Background: an optimization exercise with open tools, aiming at small area and a short achievable clock period. Do not read the settings as production practice. The RTL was checked by simulation tests, not by an equivalence proof against the original design. Power and IR drop assume default switching activity.

==> flow/design.v (outline; a module is shown in full before it is edited, if it fits) <==
// module rw_field: 15 lines
// module rwa_field: 16 lines
// module rws_field: 18 lines
// module afvip_rsel: 9 lines
// module afvip_rmux: 12 lines
// module afvip_au: 632 lines
// module afvip: 151 lines
module afvip #(
    parameter TP = 0
)(
    input            clk        ,
    input            rst_n      ,
    output           afvip_intr ,
    input            psel       ,
    input            penable    ,
    input     [15:0] paddr      ,
    input            pwrite     ,
    input     [31:0] pwdata     ,
    output           pready     ,
    output    [31:0] prdata     ,
    output           pslverr
);
  // ...
==> flow/flow/run.sh <==
#!/bin/bash
# Layout flow: the standard layout (standard.sh) with these changes:
#  - synthesis uses flow/synth.tcl: the standard synthesis script, except that the work register read
#    mux and its select lines (modules afvip_rmux and afvip_rsel, which hold no registers) are mapped
#    on their own (see flow/synth.tcl); registers, their names and cells are those of the standard
#    synthesis;
#  - repair_timing aims for a setup slack margin of SETUP_SLACK_MARGIN ns against the design's clock;
#  - clock tree sink clusters of up to 25 flip-flops and no dummy loads;
#  - ports are buffered with buf_4 cells.
# Each tool's output goes to a log here (synth.log, standard.log) and to ORFS's logs under orfs/logs.
set -euo pipefail
export SETUP_SLACK_MARGIN=8.7
export CTS_ARGS="-sink_clustering_enable -repair_clock_nets -dont_use_dummy_load -sink_clustering_size 25 -sink_clustering_max_diameter 80"
export BUFFER_PORTS_ARGS="-buffer_cell sky130_fd_sc_hd__buf_4"
make_line=$(grep '^make ' standard.sh)
synth_line=$(printf '%s\n' "$make_line" | sed -e "s|SYNTH_SCRIPT=[^ ]*|SYNTH_SCRIPT=$PWD/flow/synth.tcl|" -e 's|"${@:-finish}"|synth|')
bash -c "$synth_line" > synth.log 2>&1
bash standard.sh finish > standard.log 2>&1
==> flow/flow/synth.tcl <==
# Synthesis for flow/run.sh: the standard synthesis (synth_recipe.tcl, ORFS synth.tcl), except
# that the work register read mux (module afvip_rmux) and its select lines (module afvip_rsel) are
# kept as modules of their own until the end: ABC maps afvip_rsel with ORFS's speed script, and
# afvip_rmux with an area-only mapping onto a few AND-OR cells. Neither module holds registers.
# The design is flattened and renamed as synth_recipe.tcl does.
proc synth {args} { yosys synth -nofsm -noshare {*}$args }
set ::env(SYNTH_KEEP_MODULES) {afvip_rmux afvip_rsel}
proc abc {args} {
  yosys abc {*}$args afvip
  set sargs $args
  lset sargs [expr {[lsearch -exact $sargs -script] + 1}] $::env(SCRIPTS_DIR)/abc_speed.script
  yosys abc {*}$sargs afvip_rsel
  set lib [lindex $args [expr {[lsearch -exact $args -liberty] + 1}]]
  set fh [open $lib r]; set text [read $fh]; close $fh
  set keep {sky130_fd_sc_hd__a22oi_1 sky130_fd_sc_hd__nand4_1 sky130_fd_sc_hd__nand2_1
            sky130_fd_sc_hd__nor2_1 sky130_fd_sc_hd__inv_1}
  set rargs {}
  set skip 0
  foreach a $args {
    if {$skip} { set skip 0; continue }
    if {$a eq "-script" || $a eq "-constr"} { set skip 1; continue }
    lappend rargs $a
  }
  foreach {- c} [regexp -all -inline {cell\s*\(\s*"?([A-Za-z0-9_]+)"?\s*\)} $text] {
    if {[lsearch -exact $keep $c] < 0} { lappend rargs -dont_use $c }
  }
  set scr $::env(OBJECTS_DIR)/abc_rmux.script
  set fh [open $scr w]; puts $fh "strash\ndch\nmap -a"; close $fh
  yosys abc -script $scr {*}$rargs afvip_rmux
}
source $::env(SCRIPTS_DIR)/synth.tcl
# left out here: clear keep_hierarchy, flatten, clean up, hide names made inside functions, write 1_2_yosys.v
==> flow/standard.sh <==
#!/bin/bash
# synth_recipe.tcl (not shown) runs the flow's synth.tcl, then flattens the netlist and writes it again
# the make line also repeats each setting of config.mk as NAME=value (left out here)
make -C /OpenROAD-flow-scripts/flow DESIGN_CONFIG=/design/flow/config.mk WORK_HOME=/design/flow/orfs CLKGATE_MAP_FILE= SYNTH_SCRIPT=/design/flow/synth_recipe.tcl "${@:-finish}"
==> flow/config.mk <==
export PLATFORM = sky130hd
export DESIGN_NAME = afvip
export DESIGN_NICKNAME = afvip
export VERILOG_FILES = /design/flow/design.v
export SDC_FILE = /design/flow/constraint.sdc
export NUM_CORES = 8
export LEC_CHECK = 0
export ABC_AREA = 1
export CAP_MARGIN = 20
export CORE_MARGIN = 2
export CORE_UTILIZATION = 62
export PLACE_DENSITY = 0.72
export SLEW_MARGIN = 20
==> flow/constraint.sdc <==
create_clock -name core_clock -period 13.0 [get_ports {clk}]
set_input_delay 2.6000 -clock core_clock [delete_from_list [all_inputs] [get_ports {clk}]]
set_output_delay 2.6000 -clock core_clock [all_outputs]
set_load 0.01 [all_outputs]
==> results by group, run 1 <==
Global routing
  – Antenna violations before repair: 13
  – Met2 GRT Util: 56.0%

Critical path
  – Critical path startpoint category: input pin
  – Max stage delay on crit path: 0.30 ns
  – Critical path arrival: 4.73 ns
  – Worst Path Max Fanout: 32

Yosys
  – Most frequent cell after synthesis: edfxtp_1
  – Async S/R FF share, synth: 5.48%
  – Post-synthesis cell area: between 60,000 and 70,000 µm²
  – Mux cell area share after synthesis: 0%
  – Synth area leader: edfxtp_1
  – Post-synthesis compound-gate area fraction: 12.8%

Routing
  – Met3 WL: 34,500 µm
  – Vias per cell: between 7 and 8

Die
  – Well Taps: 1,276
  – Die width: 317 µm

Final layout
  – Most flops, register: wreg
  – Commonest non-fill, non-tap cell in the layout: edfxtp_1
  – Area delta synth->final: 11.1%
  – Antenna diodes: 2
  – Non-clock buffer share of cell area: 3.72%
  – FFs & Latches: approximately 1,300
  – Largest register FFs: 1,024

Pwr
  – Pwr Density: 100 nW/µm²
  – P_clk: 0.00219 W

Run status
  – Outcome: no timing/DRC/antenna violations

Clock network
  – Num CTS Buffers: 67
  – Clock Sinks: 1,313
  – CTS tree: built

Place
  – DP Worst Slack: 7.33 ns

Hold path
  – Hold Path Class: reg -> reg
==> module afvip, before the edit <==
module afvip #(
    parameter TP = 0
)(
    input            clk        ,
    input            rst_n      ,
    output           afvip_intr ,
    input            psel       ,
    input            penable    ,
    input     [15:0] paddr      ,
    input            pwrite     ,
    input     [31:0] pwdata     ,
    output           pready     ,
    output    [31:0] prdata     ,
    output           pslverr
);
integer i;
wire        a_low    = ~|paddr[15:8];
wire        a_work   = a_low & ~paddr[7] & ~|paddr[1:0];
wire        a_cfg    = a_low & (paddr[7:0] == 8'h80);
wire        a_sts    = a_low & (paddr[7:0] == 8'h84);
wire        a_clr    = a_low & (paddr[7:0] == 8'h88);
wire        a_ctl    = a_low & (paddr[7:0] == 8'h8C);
wire [4:0]  a_idx    = paddr[6:2];
wire        wr_acc   = psel & penable & pwrite;
wire        we_work  = wr_acc & a_work;
wire        we_cfg   = wr_acc & a_cfg;
wire        we_clr   = wr_acc & a_clr;
wire        we_ctl   = wr_acc & a_ctl;
reg  [2:0]  op;
reg  [4:0]  rs0, rs1, dst;
reg  [7:0]  imm;
reg         mul, y_imm, c_b, c_imm, op_ok;
wire [2:0]  wop = pwdata[2:0];
always @(posedge clk or negedge rst_n)
if (~rst_n) begin
  op <= 3'd0; rs0 <= 5'd0; rs1 <= 5'd0; dst <= 5'd0; imm <= 8'd0;
  mul <= 1'b0; y_imm <= 1'b0; c_b <= 1'b0; c_imm <= 1'b0; op_ok <= 1'b1;
end else if (we_cfg) begin
  op <= wop; rs0 <= pwdata[7:3]; rs1 <= pwdata[12:8]; dst <= pwdata[20:16]; imm <= pwdata[31:24];
  mul   <= (wop == 3'd1) | (wop == 3'd3) | (wop == 3'd4);
  y_imm <= (wop == 3'd1);
  c_b   <= (wop == 3'd2);
  c_imm <= (wop == 3'd4);
  op_ok <= (wop < 3'd5);
end
reg         clr_err, clr_fin, start;
always @(posedge clk or negedge rst_n)
if (~rst_n) begin
  clr_err <= 1'b0; clr_fin <= 1'b0; start <= 1'b0;
end else begin
  clr_err <= we_clr & pwdata[0];
  clr_fin <= we_clr & pwdata[1];
  start   <= we_ctl & pwdata[0];
end
reg         err, fin;
always @(posedge clk or negedge rst_n)
if (~rst_n)                err <= 1'b0; else
if (start & ~op_ok)        err <= 1'b1; else
if (clr_err)               err <= 1'b0;
always @(posedge clk or negedge rst_n)
if (~rst_n)                fin <= 1'b0; else
if (start &  op_ok)        fin <= 1'b1; else
if (clr_fin)               fin <= 1'b0;
assign afvip_intr = err | fin;
reg         pend;     
wire [31:0] res;
reg         wb_v;
reg  [4:0]  wb_idx;
reg  [31:0] wb_dat;
always @(posedge clk or negedge rst_n)
if (~rst_n) begin
  pend <= 1'b0; wb_v <= 1'b0;
end else begin
  pend <= start & op_ok;
  wb_v <= we_work;
end
always @(posedge clk) begin
  wb_idx <= a_idx;
  wb_dat <= pwdata;
end
wire [31:0] wbus  = wb_v ? wb_dat : res;
wire [31:0] d_hot = 32'd1 << dst;
wire [31:0] w_hot = 32'd1 << wb_idx;
reg  [1023:0] wreg;
reg  [31:0]   vld;
wire [31:0]   wsel = ({32{wb_v}} & w_hot) | ({32{pend}} & d_hot);
always @(posedge clk)
  for (i = 0; i < 32; i = i + 1)
    if (wsel[i]) wreg[i*32 +: 32] <= wbus;
always @(posedge clk or negedge rst_n)
if (~rst_n) vld <= 32'd0;
else        vld <= vld | wsel;
reg         a_ok, b_ok;
wire [4:0]  f_idx = a_ok ? rs1 : rs0;
wire [31:0] r_vld = vld & ~({32{wb_v}} & w_hot);           
wire [31:0] f_hot = r_vld & (32'd1 << f_idx);
wire [31:0] rhot;
afvip_rsel afvip_rsel_i (.idx(a_idx), .fill(pwrite), .f_hot(f_hot), .vld(r_vld), .hot(rhot));
wire        r_fwd = wb_v & (pwrite ? (f_idx == wb_idx) : (a_idx == wb_idx));
wire [31:0] rmux;
afvip_rmux afvip_rmux_i (.d(wreg), .sel(rhot), .q(rmux));
wire [31:0] rval  = rmux | ({32{r_fwd}} & wb_dat);
reg  [31:0] opa, opb;
wire        fill    = pwrite;
wire        au_a    = pend & (dst == rs0);
wire        au_b    = pend & (dst == rs1);
wire        fill_a  = fill & ~a_ok;
wire        fill_b  = fill & a_ok & ~b_ok;
wire        b_alt_ld = y_imm ? fill_b : au_b;
wire [31:0] b_alt    = y_imm ? {24'd0, imm} : res;
always @(posedge clk) begin
  if (au_a)                 opa <= res; else
  if (fill_a)               opa <= rval;
  if (b_alt_ld | fill_b)    opb <= b_alt_ld ? b_alt : rval;
end
always @(posedge clk or negedge rst_n)
if (~rst_n) begin
  a_ok <= 1'b0; b_ok <= 1'b0;
end else if (we_cfg) begin
  a_ok <= 1'b0; b_ok <= 1'b0;
end else begin
  a_ok <= (a_ok | fill | au_a) & ~(we_work & (a_idx == rs0));
  b_ok <= (b_ok | (fill & a_ok) | au_b) & ~(we_work & (a_idx == rs1) & ~y_imm);
end
wire [127:0] cs;
reg  [127:0] st;
afvip_au afvip_au_i (.a(opa), .y(opb), .c(imm & {8{c_imm}}), .r(cs));
always @(posedge clk)
  st <= mul ? cs : {64'd0, (c_b ? opb : {24'd0, imm}), opa};
wire [31:0] r0 = st[31:0], r1 = st[63:32], r2 = st[95:64], r3 = st[127:96];
wire [31:0] s1 = r0 ^ r1 ^ r2;
wire [31:0] c1 = {(r0[30:0] & r1[30:0]) | (r0[30:0] & r2[30:0]) | (r1[30:0] & r2[30:0]), 1'b0};
wire [31:0] s2 = s1 ^ c1 ^ r3;
wire [31:0] c2 = {(s1[30:0] & c1[30:0]) | (s1[30:0] & r3[30:0]) | (c1[30:0] & r3[30:0]), 1'b0};
assign res = s2 + c2;
wire [31:0] rdata    = ({32{a_work}} & rval)
                     | ({32{a_cfg }} & {imm, 3'd0, dst, 3'd0, rs1, rs0, op})
                     | ({32{a_sts }} & {30'd0, fin, err})
                     | ({32{a_clr }} & {30'd0, clr_fin, clr_err})
                     | ({32{a_ctl }} & {31'd0, start});
wire        dec_ok   = a_work | a_cfg | a_clr | a_ctl | (a_sts & ~pwrite);
reg  [31:0] prdata_r;
reg         pslverr_r;
always @(posedge clk) begin
  prdata_r  <= rdata;
  pslverr_r <= ~dec_ok;
end
assign prdata  = prdata_r;
assign pslverr = pslverr_r;
assign pready  = 1'b1;
endmodule
==> run 2, diff against run 1 <==
--- a/flow/design.v
+++ b/flow/design.v
@@ -739,4 +739,2 @@
 reg  [7:0]  imm;
-reg         mul, y_imm, c_b, c_imm, op_ok;
-wire [2:0]  wop = pwdata[2:0];
 always @(posedge clk or negedge rst_n)
@@ -744,11 +742,10 @@
   op <= 3'd0; rs0 <= 5'd0; rs1 <= 5'd0; dst <= 5'd0; imm <= 8'd0;
-  mul <= 1'b0; y_imm <= 1'b0; c_b <= 1'b0; c_imm <= 1'b0; op_ok <= 1'b1;
 end else if (we_cfg) begin
-  op <= wop; rs0 <= pwdata[7:3]; rs1 <= pwdata[12:8]; dst <= pwdata[20:16]; imm <= pwdata[31:24];
-  mul   <= (wop == 3'd1) | (wop == 3'd3) | (wop == 3'd4);
-  y_imm <= (wop == 3'd1);
-  c_b   <= (wop == 3'd2);
-  c_imm <= (wop == 3'd4);
-  op_ok <= (wop < 3'd5);
+  op <= pwdata[2:0]; rs0 <= pwdata[7:3]; rs1 <= pwdata[12:8]; dst <= pwdata[20:16]; imm <= pwdata[31:24];
 end
+wire        mul   = (op == 3'd1) | (op == 3'd3) | (op == 3'd4);
+wire        y_imm = (op == 3'd1);
+wire        c_b   = (op == 3'd2);
+wire        c_imm = (op == 3'd4);
+wire        op_ok = (op < 3'd5);
 reg         clr_err, clr_fin, start;
@@ -816,4 +813,2 @@
 wire        fill_b  = fill & a_ok & ~b_ok;
-wire        b_alt_ld = y_imm ? fill_b : au_b;
-wire [31:0] b_alt    = y_imm ? {24'd0, imm} : res;
 always @(posedge clk) begin
@@ -821,3 +816,4 @@
   if (fill_a)               opa <= rval;
-  if (b_alt_ld | fill_b)    opb <= b_alt_ld ? b_alt : rval;
+  if (au_b & ~y_imm)        opb <= res; else
+  if (fill_b)               opb <= y_imm ? {24'd0, imm} : rval;
 end
--- a/flow/flow/synth.tcl
+++ b/flow/flow/synth.tcl
@@ -2,3 +2,3 @@
 # that the work register read mux (module afvip_rmux) and its select lines (module afvip_rsel) are
-# kept as modules of their own until the end: ABC maps afvip_rsel with ORFS's speed script, and
+# kept as modules of their own until the end: ABC maps afvip_rsel as it maps the top module, and
 # afvip_rmux with an area-only mapping onto a few AND-OR cells. Neither module holds registers.
@@ -9,5 +9,3 @@
   yosys abc {*}$args afvip
-  set sargs $args
-  lset sargs [expr {[lsearch -exact $sargs -script] + 1}] $::env(SCRIPTS_DIR)/abc_speed.script
-  yosys abc {*}$sargs afvip_rsel
+  yosys abc {*}$args afvip_rsel
   set lib [lindex $args [expr {[lsearch -exact $args -liberty] + 1}]]
==> run 2 against run 1 <==
Still clean. Sequential power is essentially flat. Via count grew 0.40%. Final area grew 1.5%. Clock skew grew 0.0064 ns. Critical path type unchanged. Largest cell class unchanged.
==> results by group, run 2 <==
Final layout
  – Flip-flop and latch area: 37,400 µm² (was 37,500 µm²)
  – Commonest non-fill, non-tap cell in the layout: edfxtp_1 (unchanged)
  – # fillers: 6,770 (was 6,824)
  – Layout cells sized above 1: 14.3% (was 13.0%)
  – Largest regs: wreg x1024, st x83 (unchanged)
  – Final core occ: 69.9% (was 69.7%)
  – Most flops, register: wreg (unchanged)
  – Fin nets: 5,530 (was 5,384)
  – Largest register FFs: 1,024 (unchanged)
  – Multi-input logic area: 23,400 µm² (was 22,700 µm²)
  – Area delta synth->final: 12.1% (was 11.1%)
  – Most frequent cells in the layout: 1,088 x edfxtp_1, 645 x nand2_1, 473 x a22oi_1 (was 1,088 x edfxtp_1, 555 x nand2_1, 487 x a22oi_1)

Pwr
  – Maximum VDD drop: 0.000141 V (was 0.000120 V)
  – Pwr Density: 98.4 nW/µm² (was 100 nW/µm²)
  – Pwr Total: 0.00675 W (was 0.00676 W)
  – Leakage: 23.8 nW (was 25.6 nW)

Die
  – # rows: 115 (was 114)
  – Die ar.: 101,000 µm² (about the same)
  – Initial Util: 62.4% (was 62.8%)
  – Die width: 318 µm (was 317 µm)
  – Die Y-Extent: 318 µm (was 317 µm)
  – Core region area: 98,100 µm² (was 97,000 µm²)
  – IO Pins: 88 (unchanged)

Routing
  – DR pass1 iterations: 14 (was 9)
  – Drt drc: 0 (unchanged)
  – Routed Antenna Nets: 0 (unchanged)
  – Vias per cell: 6.87 (was 7.02)
  – WL per Instance: 32.2 µm (was 32.6 µm)
  – Initial DRC count: 6,811 (was 8,395)
  – Met3 WL: 28,200 µm (was 34,500 µm)
  – Wire length on met1: 72,000 µm (was 77,500 µm)
  – Vias: 44,500 (was 44,400)
  – Top Layer Used: met4 (was met5)
  – Met2 wire length: 93,700 µm (was 85,800 µm)
  – Total Wirelength: 208,000 µm (was 206,000 µm)

Yosys
  – Most frequent cells after synthesis: 1,088 x edfxtp_1, 706 x nand2_1, 512 x a22oi_1 (was 1,088 x edfxtp_1, 596 x nand2_1, 513 x a22oi_1)
  – Yosys warning total: 2 (unchanged)
  – Post-synth top area share: 53.4% (was 53.7%)
  – Sequential cell area fraction in the yosys report: 61.1% (was 61.7%)
  – Avg Synthesized Cell Area: 12.3 µm² (was 12.5 µm²)
  – Post-synthesis cell area: 61,200 µm² (was 60,900 µm²)
  – Ys flop type: edfxtp_1 (unchanged)
  – Most frequent cell after synthesis: edfxtp_1 (unchanged)
  – Async S/R FF share, synth: 5.12% (was 5.48%)
  – Net Count, Synth: 5,324 (was 5,221)
  – Synth Instances: 4,986 (was 4,883)
  – Ranking of synthesized cells by area: edfxtp_1 53%, fa_1 6.5%, a22oi_1 6.3%, dfxtp_1 5.0%, nand2_1 4.3% (was edfxtp_1 54%, fa_1 6.6%, a22oi_1 6.3%, dfxtp_1 5.0%, xor2_1 3.8%)
  – Synth area leader: edfxtp_1 (unchanged)
  – Yosys cell types: 47 (was 65)
  – EDFF count, synth: 1,088 (unchanged)
  – Yosys reg bits: 1,308 (was 1,313)

Clock network
  – Clock Sinks: 1,308 (was 1,313)
  – Clock transition at path regs: 0.08 ns (was 0.09 ns)
  – Clock Latency Late Sink: 0.70 ns (about the same)
  – H-tree depth: 3 (unchanged)
  – Num CTS Buffers: 67 (unchanged)
  – CTS tree: built (unchanged)
  – Maximum buffer depth of the clock tree: 3 (unchanged)
  – Cts hold-fix bufs: 0 (unchanged)
  – Root buf cell: clkbuf_16 (unchanged)

Global routing
  – Largest net degree at the start of global routing: 91 (was 78)
  – Antenna violations before repair: 4 (was 13)
  – First-pass GRT wire length: 295,000 µm (was 289,000 µm)
  – Global route overflow: 0 (unchanged)
  – Vias in the first global route: 42,900 (was 41,400)
  – Overall Global Routing Usage: 40.5% (was 40.4%)

Timing
  – Setup TNS: 0 ns (unchanged)
  – Slew Limit Fails: 0 (unchanged)
  – WHS: 0.464 ns (was 0.470 ns)
  – Fmax: 0.227 GHz (was 0.232 GHz)
  – Fin crit share: 33.9% (was 33.2%)
  – Worst-Margin Slew: 1.16 ns (was 1.17 ns)
  – Final WS setup: 8.59 ns (was 8.68 ns)
  – Layout Skew: 0.0981 ns (was 0.0917 ns)
  – Post-layout min period: 4.41 ns (was 4.32 ns)
  – RSZ-0062 raised after global routing: true (unchanged)
  – Relative slew slack: 22.4% (was 21.7%)
  – Final setup vio count: 0 (unchanged)
  – Hold Vio Cnt, Final: 0 (unchanged)

Critical path
  – Worst Path Required: 13.38 ns (was 13.41 ns)
  – CP endpoint kind: flip-flop (unchanged)
  – Critical path startpoint category: input pin (unchanged)
  – Worst Path Max Fanout: 7 (was 32)
  – Critical path arrival: 4.79 ns (was 4.73 ns)
  – Crit Path Category: in -> reg (unchanged)

Place
  – Final HPWL DP: 126,000 µm (was 124,000 µm)
  – DP Worst Slack: 7.11 ns (was 7.33 ns)
  – Port-buffer cells: 86 (unchanged)
  – Placer congestion estimate: 1.01 (was 0.994)

Run status
  – Outcome: no timing/DRC/antenna violations (unchanged)

Run
  – Max_cap viols: 0 (unchanged)

Hold path
  – Hold Path Class: reg -> reg (unchanged)
run 2: cell types whose count changed in the layout (fill, tap and decap cells not counted), moves of 20 or more:
cell	delta
buf_4	+32
o21bai_4	+25
a32o_2	-22
nor2_1	+36
o21ai_4	+20
nand2_1	+90
run 2: cell type report:
| type | instances | area share [%] |
|---|---|---|
| well taps | 1287 | 2.35 |
| multi-input cells | 3094 | 34.1 |
| clock buffers | 67 | 2.44 |
| diodes | 2 | 0.00729 |
| inverters | 420 | 2.48 |
| flip-flops and latches | 1308 | 54.5 |
| repair buffers | 296 | 4.05 |
| repair inverters | 5 | 0.0529 |
run 2: cells by family after synthesis:
logic type	Yosys count	share of synthesized area, %
compound gates	1127	12.7
xor+xnor	295	4.22
fa+ha+maj	285	8.28
buf+inv	602	3.89
flops	1308	61.1
mux	1	0.0368
other cells	1	0.00613
simple gates	1367	9.75
run 2: modules after synthesis (local to each module, per instance):
module | cell area (µm²) | flops+latches | cells | times used
afvip_rsel | 696 | 0 | 164 | 1
afvip | 55500 | 1308 | 4086 | 1
afvip_rmux | 5000 | 0 | 736 | 1
run 2: power by group:
group	internal, W	switching, W
clock network	0.000923	0.00125
registers	0.00448	0.00000444
logic	0.0000294	0.0000624
run 2: worst max-delay path, cell delays in order:
cell and delay, ns:
buf_16 0.10, clkinvlp_4 0.12, buf_6 0.14, nand3_4 0.10
o21ai_4 0.06, buf_12 0.15, buf_12 0.16, a22oi_2 0.17
nand4_1 0.37, nor2_2 0.30, nand2_1 0.10, o21bai_4 0.19
nand2_1 0.11, o21ai_2 0.07
run 2: per-stage QoR:
stage                     instance area [µm²]  instances
after global placement                  64400       6288
after floorplan                         61600       4986
final                                   68600       6479
after detailed placement                64400       6288
after CTS                               67300       6413
after global routing                    68600       6477
run 2: worst paths after layout:
| check | depth (start not counted) | startpoint | to | slack, ns |
|---|---|---|---|---|
| min in group asynchronous | 1 | rst_n | imm[0] | 2.12 |
| min | 1 | vld[6] | vld[6] | 0.46 |
| max | 14 | paddr[5] | opb[29] | 8.59 |
| max in group asynchronous | 1 | rst_n | rs1[4] | 10.23 |
| max reg2reg | 11 | opb[13] | st[91] | 8.80 |
| min reg2reg | 1 | vld[6] | vld[6] | 0.46 |
run 2: what timing repair did:
item                       4_1_cts  5_1_grt
setup buffers                   42       51
setup endpoints to repair      221      167
cloned                          16       11
pin swaps                       30       44
resized for setup              171      145
run 2: layer usage:
metal  vias to the layer above  global-route usage (%)
li1                      18500                       -
met4                         0                    23.9
met5                         -                       0
met3                       747                    12.1
met1                     21900                    51.8
met2                      3380                    61.7
==> run 3, diff against run 2 <==
--- a/flow/design.v
+++ b/flow/design.v
@@ -773,3 +773,3 @@
 reg  [4:0]  wb_idx;
-reg  [31:0] wb_dat;
+reg  [31:0] xd;       
 always @(posedge clk or negedge rst_n)
@@ -781,7 +781,5 @@
 end
-always @(posedge clk) begin
+always @(posedge clk)
   wb_idx <= a_idx;
-  wb_dat <= pwdata;
-end
-wire [31:0] wbus  = wb_v ? wb_dat : res;
+wire [31:0] wbus  = wb_v ? xd : res;
 wire [31:0] d_hot = 32'd1 << dst;
@@ -806,3 +804,3 @@
 afvip_rmux afvip_rmux_i (.d(wreg), .sel(rhot), .q(rmux));
-wire [31:0] rval  = rmux | ({32{r_fwd}} & wb_dat);
+wire [31:0] rval  = rmux | ({32{r_fwd}} & xd);
 reg  [31:0] opa, opb;
@@ -839,15 +837,16 @@
 assign res = s2 + c2;
-wire [31:0] rdata    = ({32{a_work}} & rval)
-                     | ({32{a_cfg }} & {imm, 3'd0, dst, 3'd0, rs1, rs0, op})
-                     | ({32{a_sts }} & {30'd0, fin, err})
-                     | ({32{a_clr }} & {30'd0, clr_fin, clr_err})
-                     | ({32{a_ctl }} & {31'd0, start});
+wire        rd       = ~pwrite;
+wire [31:0] xd_d     = ({32{rd & a_work}} & rval)
+                     | ({32{rd & a_cfg }} & {imm, 3'd0, dst, 3'd0, rs1, rs0, op})
+                     | ({32{rd & a_sts }} & {30'd0, fin, err})
+                     | ({32{rd & a_clr }} & {30'd0, clr_fin, clr_err})
+                     | ({32{rd & a_ctl }} & {31'd0, start})
+                     | ({32{pwrite    }} & pwdata);
 wire        dec_ok   = a_work | a_cfg | a_clr | a_ctl | (a_sts & ~pwrite);
-reg  [31:0] prdata_r;
 reg         pslverr_r;
 always @(posedge clk) begin
-  prdata_r  <= rdata;
+  xd        <= xd_d;
   pslverr_r <= ~dec_ok;
 end
-assign prdata  = prdata_r;
+assign prdata  = xd;
 assign pslverr = pslverr_r;
==> run 3 against run 2 <==
Hold slack improved by 0.010 ns. Sequential share of layout area fell by 0.090 points. Flip-flop and latch count fell by 32. Core utilization rose by 0.14 points. First-iteration DRC count rose by 23%. Critical path depth fell by 1. Setup slack got worse by 0.16 ns. Power fell by 3.1%. Maximum frequency fell by 3.4%. Wire length rose by 1.4%. Cell count fell by 1.2%. Critical path type unchanged. Largest cell class unchanged. Largest power group unchanged.
==> results by group, run 3 <==
Yosys
  – Largest family of logic cells by synthesized area: compound AO/OA/AOI/OAI gates (unchanged)
  – Synth Instances: 4,921 (was 4,986)
  – Most frequent cell after synthesis: edfxtp_1 (unchanged)
  – Adder-cell share of the synthesized area: 8.42% (was 8.28%)
  – Avg Synthesized Cell Area: 12.2 µm² (was 12.3 µm²)
  – Mux cell area share after synthesis: 0.0333% (was 0.0368%)
  – Post-synthesis simple-gate area fraction: 9.56% (was 9.75%)
  – Async S/R FF share, synth: 5.25% (was 5.12%)
  – Net Count, Synth: 5,259 (was 5,324)
  – Ranking of synthesized cells by area: edfxtp_1 54%, fa_1 6.7%, a22oi_1 6.4%, nand2_1 4.1%, dfxtp_1 4.0% (was edfxtp_1 53%, fa_1 6.5%, a22oi_1 6.3%, dfxtp_1 5.0%, nand2_1 4.3%)
  – Ys flop type: edfxtp_1 (unchanged)
  – Synth area leader: edfxtp_1 (unchanged)
  – Post-synthesis cell area: 60,200 µm² (was 61,200 µm²)
  – Yosys reg bits: 1,276 (was 1,308)
  – Post-synthesis compound-gate area fraction: 12.7% (about the same)
  – Yosys warning total: 2 (unchanged)
  – Xor/xnor share of the synthesized area: 4.33% (was 4.22%)
  – Most frequent cells after synthesis: 1,088 x edfxtp_1, 655 x nand2_1, 515 x a22oi_1 (was 1,088 x edfxtp_1, 706 x nand2_1, 512 x a22oi_1)
  – Sequential cell area fraction in the yosys report: 61.1% (about the same)
  – Post-synth top area share: 54.3% (was 53.4%)
  – EDFF count, synth: 1,088 (unchanged)
  – Yosys cell types: 53 (was 47)

Timing
  – Fin crit share: 35.1% (was 33.9%)
  – WHS: 0.474 ns (was 0.464 ns)
  – Relative slew slack: 22.3% (was 22.4%)
  – Post-layout min period: 4.56 ns (was 4.41 ns)
  – Final WS setup: 8.44 ns (was 8.59 ns)
  – Fmax: 0.219 GHz (was 0.227 GHz)
  – Slew Limit Fails: 0 (unchanged)
  – Hold Vio Cnt, Final: 0 (unchanged)
  – Worst-Margin Slew: 1.16 ns (about the same)
  – RSZ-0062 raised after global routing: true (unchanged)
  – Layout Skew: 0.0983 ns (was 0.0981 ns)
  – Final setup vio count: 0 (unchanged)
  – Setup TNS: 0 ns (unchanged)

Critical path
  – CP endpoint kind: flip-flop (unchanged)
  – Worst R2R Start: opa[12] (was opb[13])
  – Flop2flop setup slack: 8.72 ns (was 8.80 ns)
  – Worst Path Required: 13.41 ns (was 13.38 ns)
  – Worst Reg-to-Reg Cells: 9 (was 11)
  – Worst Setup SP: paddr[2] (was paddr[5])
  – Slowest-stage cell, CP: a22oi_1 (was nand4_1)
  – Most used cell, CP: nand2_1
  – Worst path cell trace: buf_8, inv_2, nand3_1, nor2_1, nand2_4, nand2_8, a22oi_1, nand4_1, nor2_4, nand2_1, o21bai_4, nand2_1, nand2_1 (was buf_16, clkinvlp_4, buf_6, nand3_4, o21ai_4, buf_12, buf_12, a22oi_2, nand4_1, nor2_2, nand2_1, o21bai_4, nand2_1, o21ai_2)
  – Worst setup endpoint: opb[31] (was opb[29])
  – Critical path arrival: 4.97 ns (was 4.79 ns)
  – Crit Reg-Reg Endpoint: st[48] (was st[91])
  – Worst Path Max Fanout: 16 (was 7)
  – Critical path startpoint category: input pin (unchanged)
  – Crit Path Category: in -> reg (unchanged)
  – Max stage delay on crit path: 0.34 ns (was 0.37 ns)

Clock network
  – H-tree depth: 2 (was 3)
  – Maximum buffer depth of the clock tree: 3 (unchanged)
  – Clock Sinks: 1,276 (was 1,308)
  – Clock transition at path regs: 0.08 ns (about the same)
  – Clock Latency Late Sink: 0.72 ns (was 0.70 ns)
  – Num CTS Buffers: 61 (was 67)
  – Cts hold-fix bufs: 0 (unchanged)
  – Root buf cell: clkbuf_16 (unchanged)
  – CTS tree: built (unchanged)

Hold path
  – Hold Path Class: reg -> reg (unchanged)

Global routing
  – Antenna violations before repair: 11 (was 4)
  – Met1 Use GR: 57.7% (was 51.8%)
  – Global routing's busiest layer: met2 (unchanged)
  – Vias in the first global route: 41,900 (was 42,900)
  – Largest net degree at the start of global routing: 68 (was 91)
  – Met2 GRT Util: 59.7% (was 61.7%)
  – Overall Global Routing Usage: 41.1% (was 40.5%)
  – First-pass GRT wire length: 292,000 µm (was 295,000 µm)
  – Global route overflow: 0 (unchanged)
  – Met3 Use GR: 10.9% (was 12.1%)

Run
  – Max_cap viols: 0 (unchanged)

Pwr
  – Leakage: 24.3 nW (was 23.8 nW)
  – Pwr Density: 96.9 nW/µm² (was 98.4 nW/µm²)
  – Logic pwr share: 1.5% (was 1.4%)
  – Cell Int Power: 0.00525 W (was 0.00544 W)
  – Clock group share of total power: 31.4% (was 32.2%)
  – Seq pwr share: 67.2% (was 66.5%)
  – Sw Share: 19.8% (was 19.5%)
  – Net switching power: 0.00130 W (was 0.00132 W)
  – Maximum VDD drop: 0.000110 V (was 0.000141 V)

Die
  – IO Pins: 88 (unchanged)
  – Die width: 316 µm (was 318 µm)
  – Initial Util: 62.4% (about the same)
  – Core region area: 96,400 µm² (was 98,100 µm²)
  – Die ar.: 99,600 µm² (was 101,000 µm²)
  – # rows: 114 (was 115)
  – Die Y-Extent: 316 µm (was 318 µm)

Final layout
  – Post-route cell area: 67,600 µm² (was 68,600 µm²)
  – Commonest non-fill, non-tap cell in the layout: edfxtp_1 (unchanged)
  – Fin nets: 5,456 (was 5,530)
  – Finished Layout Cells: 6,400 (was 6,479)
  – Most frequent cells in the layout: 1,088 x edfxtp_1, 590 x nand2_1, 469 x a22oi_1 (was 1,088 x edfxtp_1, 645 x nand2_1, 473 x a22oi_1)
  – Flip-flop and latch area: 36,800 µm² (was 37,400 µm²)
  – Layout cells sized above 1: 14.5% (was 14.3%)
  – Largest regs: wreg x1024, st x83 (unchanged)
  – # fillers: 6,739 (was 6,770)
  – Largest register FFs: 1,024 (unchanged)
  – Most flops, register: wreg (unchanged)
  – Area delta synth->final: 12.2% (was 12.1%)
  – Multi-input logic area: 23,300 µm² (was 23,400 µm²)

Routing
  – Drt drc: 0 (unchanged)
  – Routed Antenna Nets: 0 (unchanged)
  – Total Wirelength: 211,000 µm (was 208,000 µm)
  – Vias per cell: 7.03 (was 6.87)
  – Initial DRC count: 8,367 (was 6,811)
  – Vias: 45,000 (was 44,500)
  – WL per Instance: 33.0 µm (was 32.2 µm)
  – DR pass1 iterations: 9 (was 14)

Place
  – Placer congestion estimate: 1.00 (was 1.01)
  – # placed instances: 6,221 (was 6,288)
  – Placed Instance Area: 63,400 µm² (was 64,400 µm²)
  – DP Worst Slack: 6.83 ns (was 7.11 ns)
  – Port-buffer cells: 86 (unchanged)
  – Final HPWL DP: 125,000 µm (was 126,000 µm)

Run status
  – Outcome: no timing/DRC/antenna violations (unchanged)
-- run 3: cell type report --
type | count | share of cell area (%)
Sequential cell | 1276 | 54.4
Multi-Input combinational cell | 3069 | 34.5
Timing Repair Buffer | 284 | 3.78
Inverter | 420 | 2.56
Tap cell | 1276 | 2.36
Clock buffer | 61 | 2.26
Timing Repair inverter | 6 | 0.0685
Antenna cell | 8 | 0.0296
-- run 3: how the worst min path moves through the flow --
stage                     startpoint       to  slack (ns)  cells past startpoint
after floorplan              clr_err      err        0.42                      1
after global placement       vld[11]  vld[11]        0.45                      1
after detailed placement      vld[0]   vld[0]        0.45                      1
after CTS                    vld[18]  vld[18]        0.47                      1
after global routing          vld[2]   vld[2]        0.49                      1
final                        vld[18]  vld[18]        0.47                      1
-- run 3: logic make-up after synthesis --
kind of cell / after synthesis
fa+ha+maj: 285
mux: 2
other cells: 1
xor+xnor: 298
buf+inv: 597
compound gates: 1149
flops: 1276
simple gates: 1313
-- run 3: what timing repair did --
| action | 4_1_cts | 5_1_grt |
|---|---|---|
| setup endpoints to repair | 192 | 130 |
| gates cloned | 15 | 16 |
| setup buffers | 43 | 36 |
| gates resized for setup | 193 | 169 |
| pin swaps | 36 | 66 |
-- run 3: modules after synthesis (local to each module, per instance) --
module | copies in the design | cells
afvip_rsel | 1 | 164
afvip | 1 | 4021
afvip_rmux | 1 | 736
-- run 3: metrics by stage --
stage                     utilization [%]  total power [W]
after floorplan                         -          0.00451
after global placement               65.8          0.00457
after detailed placement             65.8          0.00457
after CTS                            68.8          0.00652
after global routing                 70.0          0.00666
final                                70.1          0.00654
-- run 3: power groups by stage --
stage	sequential (W)	combinational, W	clock (W)
finish	0.00439	0.0000969	0.00205
global route	0.00439	0.0000996	0.00216
CTS	0.00439	0.0000881	0.00204
detailed placement	0.00449	0.0000812	0
global placement	0.00449	0.0000805	0
floorplan	0.00448	0.0000313	0
-- run 3: metal layers --
metal  part of all wire, %  wire length, µm
met5                 0.015               31
met4                   6.2            13100
met3                    15            32500
met2                    43            90000
met1                    36            75900
-- run 3: critical path, delay by kind of cell --
| kind | cells | cell delay, ns |
|---|---|---|
| AND/OR/NAND/NOR | 9 | 1.52 |
| AO/OA/AOI/OAI | 2 | 0.55 |
| buffers and inverters | 2 | 0.27 |
==> run 4, diff against run 3 <==
--- a/flow/config.mk
+++ b/flow/config.mk
@@ -10,4 +10,4 @@
 export CORE_MARGIN = 2
-export CORE_UTILIZATION = 62
-export PLACE_DENSITY = 0.72
+export CORE_UTILIZATION = 58
+export PLACE_DENSITY = 0.68
 export SLEW_MARGIN = 20
==> run 4 against run 3 <==
Final area about the same. Hold slack got worse by 0.0011 ns. Combinational power decreased by 5.8%.
==> results by group, run 4 <==
Place
  – DP Worst Slack: 6.87 ns (was 6.83 ns)
  – Port-buffer cells: 86 (unchanged)
  – Final HPWL DP: 125,000 µm (about the same)
  – Placer congestion estimate: 1.01 (was 1.00)

Final layout
  – Most frequent cells in the layout: 1,088 x edfxtp_1, 597 x nand2_1, 461 x a22oi_1 (was 1,088 x edfxtp_1, 590 x nand2_1, 469 x a22oi_1)
  – Fin nets: 5,437 (was 5,456)
  – Most flops, register: wreg (unchanged)
  – Area delta synth->final: 12.2% (about the same)
  – Commonest non-fill, non-tap cell in the layout: edfxtp_1 (unchanged)
  – Largest regs: wreg x1024, st x83 (unchanged)
  – # fillers: 7,747 (was 6,739)
  – Layout cells sized above 1: 14.1% (was 14.5%)
  – Largest register FFs: 1,024 (unchanged)

Die
  – # rows: 118 (was 114)
  – Die ar.: 106,000 µm² (was 99,600 µm²)
  – IO Pins: 88 (unchanged)
  – Core region area: 103,000 µm² (was 96,400 µm²)
  – Die Y-Extent: 326 µm (was 316 µm)
  – Initial Util: 58.3% (was 62.4%)
  – Die width: 326 µm (was 316 µm)

Global routing
  – Vias in the first global route: 42,200 (was 41,900)
  – Largest net degree at the start of global routing: 68 (unchanged)
  – First-pass GRT wire length: 295,000 µm (was 292,000 µm)
  – Antenna violations before repair: 9 (was 11)
  – Global route overflow: 0 (unchanged)
  – Overall Global Routing Usage: 38.7% (was 41.1%)

Routing
  – Vias per cell: 6.86 (was 7.03)
  – Total Wirelength: 210,000 µm (was 211,000 µm)
  – Initial DRC count: 7,291 (was 8,367)
  – Vias: 44,500 (was 45,000)
  – Drt drc: 0 (unchanged)
  – Routed Antenna Nets: 0 (unchanged)
  – WL per Instance: 32.4 µm (was 33.0 µm)
  – DR pass1 iterations: 7 (was 9)

Critical path
  – Worst R2R Start: opb[3] (was opa[12])
  – Worst Path Max Fanout: 29 (was 16)
  – Flop2flop setup slack: 8.69 ns (was 8.72 ns)
  – Worst Reg-to-Reg Cells: 15 (was 9)
  – Critical path startpoint category: input pin (unchanged)
  – Crit Reg-Reg Endpoint: st[54] (was st[48])
  – Worst Path Required: 13.33 ns (was 13.41 ns)
  – Critical path arrival: 4.69 ns (was 4.97 ns)
  – Crit Path Category: in -> reg (unchanged)
  – CP endpoint kind: flip-flop (unchanged)

Timing
  – Post-layout min period: 4.36 ns (was 4.56 ns)
  – Worst-Margin Slew: 1.17 ns (was 1.16 ns)
  – Layout Skew: 0.0988 ns (was 0.0983 ns)
  – Slew Limit Fails: 0 (unchanged)
  – Final setup vio count: 0 (unchanged)
  – Fin crit share: 33.5% (was 35.1%)
  – RSZ-0062 raised after global routing: true (unchanged)
  – Final WS setup: 8.64 ns (was 8.44 ns)
  – Hold Vio Cnt, Final: 0 (unchanged)
  – Fmax: 0.229 GHz (was 0.219 GHz)
  – Setup TNS: 0 ns (unchanged)
  – Relative slew slack: 21.4% (was 22.3%)

Hold path
  – Worst hold endpoint: vld[21] (was vld[18])
  – Hold Crit Depth: 1 (unchanged)
  – Hold Crit Start: vld[21] (was vld[18])
  – Hold Path Class: reg -> reg (unchanged)

Yosys
  – Yosys reg bits: 1,276 (unchanged)
  – Most frequent cells after synthesis: 1,088 x edfxtp_1, 655 x nand2_1, 515 x a22oi_1 (unchanged)
  – Synth Instances: 4,921 (unchanged)
  – Net Count, Synth: 5,259 (unchanged)
  – Ys flop type: edfxtp_1 (unchanged)
  – Avg Synthesized Cell Area: 12.2 µm² (unchanged)
  – Sequential cell area fraction in the yosys report: 61.1% (unchanged)
  – Async S/R FF share, synth: 5.25% (unchanged)
  – Most frequent cell after synthesis: edfxtp_1 (unchanged)
  – Ranking of synthesized cells by area: edfxtp_1 54%, fa_1 6.7%, a22oi_1 6.4%, nand2_1 4.1%, dfxtp_1 4.0% (unchanged)
  – Yosys cell types: 53 (unchanged)
  – Post-synthesis cell area: 60,200 µm² (unchanged)
  – Post-synth top area share: 54.3% (unchanged)
  – Yosys warning total: 2 (unchanged)
  – Synth area leader: edfxtp_1 (unchanged)
  – EDFF count, synth: 1,088 (unchanged)

Pwr
  – Pwr Density: 98.5 nW/µm² (was 96.9 nW/µm²)
  – Maximum VDD drop: 0.000128 V (was 0.000110 V)
  – Pwr Total: 0.00665 W (was 0.00654 W)
  – Leakage: 24.1 nW (was 24.3 nW)

Clock network
  – Clock Sinks: 1,276 (unchanged)
  – H-tree depth: 3 (was 2)
  – Root buf cell: clkbuf_16 (unchanged)
  – Maximum buffer depth of the clock tree: 3 (unchanged)
  – Cts hold-fix bufs: 0 (unchanged)
  – Clock transition at path regs: 0.08 ns (about the same)
  – Num CTS Buffers: 67 (was 61)
  – CTS tree: built (unchanged)
  – Clock Latency Late Sink: 0.67 ns (was 0.72 ns)

Run status
  – Outcome: no timing/DRC/antenna violations (unchanged)

Run
  – Max_cap viols: 0 (unchanged)
## run 4: changes by cell type in the layout (fill, tap and decap cells not counted), moves of 4 or more
cell	previous run	this run
nand2_1	590	597
nand2_4	28	21
a22oi_2	46	54
clkbuf_16	63	68
buf_12	14	18
a22oi_1	469	461
buf_8	8	13
buf_4	241	221
diode_2	8	2
buf_6	14	10
## run 4: modules after synthesis (local to each module, per instance)
module / cells / flops+latches / cell area, µm²
afvip: 4021 / 1276 / 54500
afvip_rsel: 164 / 0 / 696
afvip_rmux: 736 / 0 / 5000
## run 4: how the worst max path moves through the flow
stage          startpoint  endpoint  slack [ns]  cells after the start
2_1_floorplan    paddr[3]    opb[9]        8.69                     11
3_3_place_gp       pwrite   opb[21]        6.92                     12
3_5_place_dp       pwrite   opb[21]        6.87                     12
4_1_cts          paddr[3]    opb[3]        8.66                     14
5_1_grt            opb[3]    st[45]        8.62                     15
6_report           pwrite   opb[29]        8.64                      9
## run 4: metrics by stage
step	util, %	hold slack (ns)	instances	cell area, µm²
CTS	64.3	0.471	6435	66300
detailed placement	61.6	0.452	6326	63600
finish	65.5	0.472	6479	67600
global route	65.5	0.481	6477	67600
floorplan	-	0.425	4921	60700
global placement	61.6	0.448	6325	63600
## run 4: where the power goes
| group | internal (W) | total [W] | switching [W] |
|---|---|---|---|
| combinational | 0.0000309 | 0.0000913 | 0.0000604 |
| clock | 0.000924 | 0.00217 | 0.00124 |
| sequential | 0.00438 | 0.00439 | 0.0000140 |
| total | 0.00533 | 0.00665 | 0.00132 |
## run 4: layout make-up
cell class	instances	area, µm²	share of cell area, %
Tap cell	1380	1730	2.56
Clock buffer	67	1680	2.48
Timing Repair Buffer	266	2430	3.59
Inverter	420	1690	2.50
Sequential cell	1276	36800	54.4
Multi-Input combinational cell	3066	23300	34.4
Antenna cell	2	5.00	0.00741
Timing Repair inverter	2	15.0	0.0222
## run 4: worst max-delay path, stage by stage
cell and delay, ns:
bufbuf_16 0.32, nand2_1 0.40, nand2_4 0.28, a22oi_1 0.23, nand4_1 0.17, nor2_2 0.31
nand2_1 0.12, a21oi_2 0.17, o21ai_1 0.08
## run 4: timing repair
item	CTS	global route
hold endpoints to repair	0	0
setup endpoints to repair	198	173
buffers inserted	29	32
resized for setup	168	186
pin swaps	20	57
cloned	13	9
## run 4: per-layer routing
metal / vias to the layer above / routed length (µm) / global-route usage, %
met5: - / 62 / 0.266
met4: 6 / 10900 / 17.6
met3: 634 / 31000 / 10.9
met2: 3507 / 90200 / 55.9
met1: 21900 / 77800 / 54.8
li1: 18400 / - / -
## run 4: cell families (layout without fill, tap and decap cells)
group | count (synthesis) | in the layout | synth area share, %
compound gates | 1149 | 1149 | 12.7
xor+xnor | 298 | 298 | 4.33
fa+ha+maj | 285 | 285 | 8.42
buf+inv | 597 | 755 | 3.88
flops | 1276 | 1276 | 61.1
mux | 2 | 2 | 0.0333
other cells | 1 | 3 | 0.00623
simple gates | 1313 | 1331 | 9.56

==> static timing again, ports no longer ideal <==
How much do the figures lean on ideal ports? The routed layouts below were timed once more, with nothing changed but the port constraints. Step 1: set_driving_cell puts a clkbuf_16 on clk and a buf_2 on each other input, an assumption about the parent block. Step 2 times the ports against the registers' clock, not the clock port: input delays grow and output delays shrink by t, the midpoint of the rising clock arrivals with the driver on. Slacks: ideal ports / drivers / drivers and shift; pairs: ideal ports / drivers.
run	t (ns)	setup slack, ns	hold slack, ns	clock arrival spread, ns
run 1	0.727	8.680 / 8.542 / 7.815	0.470 / 0.470 / 0.470	0.092 / 0.092
run 2	0.732	8.594 / 8.537 / 7.805	0.464 / 0.464 / 0.464	0.102 / 0.102
run 3	0.750	8.437 / 8.460 / 7.710	0.474 / 0.474 / 0.474	0.099 / 0.099
run 4	0.705	8.639 / 8.554 / 7.850	0.472 / 0.472 / 0.472	0.103 / 0.103
After both steps setup and hold are still met in every run listed. For run 1, which loses most, drivers alone change the setup slack by -0.138 ns; drivers and shift together by -0.865 ns.
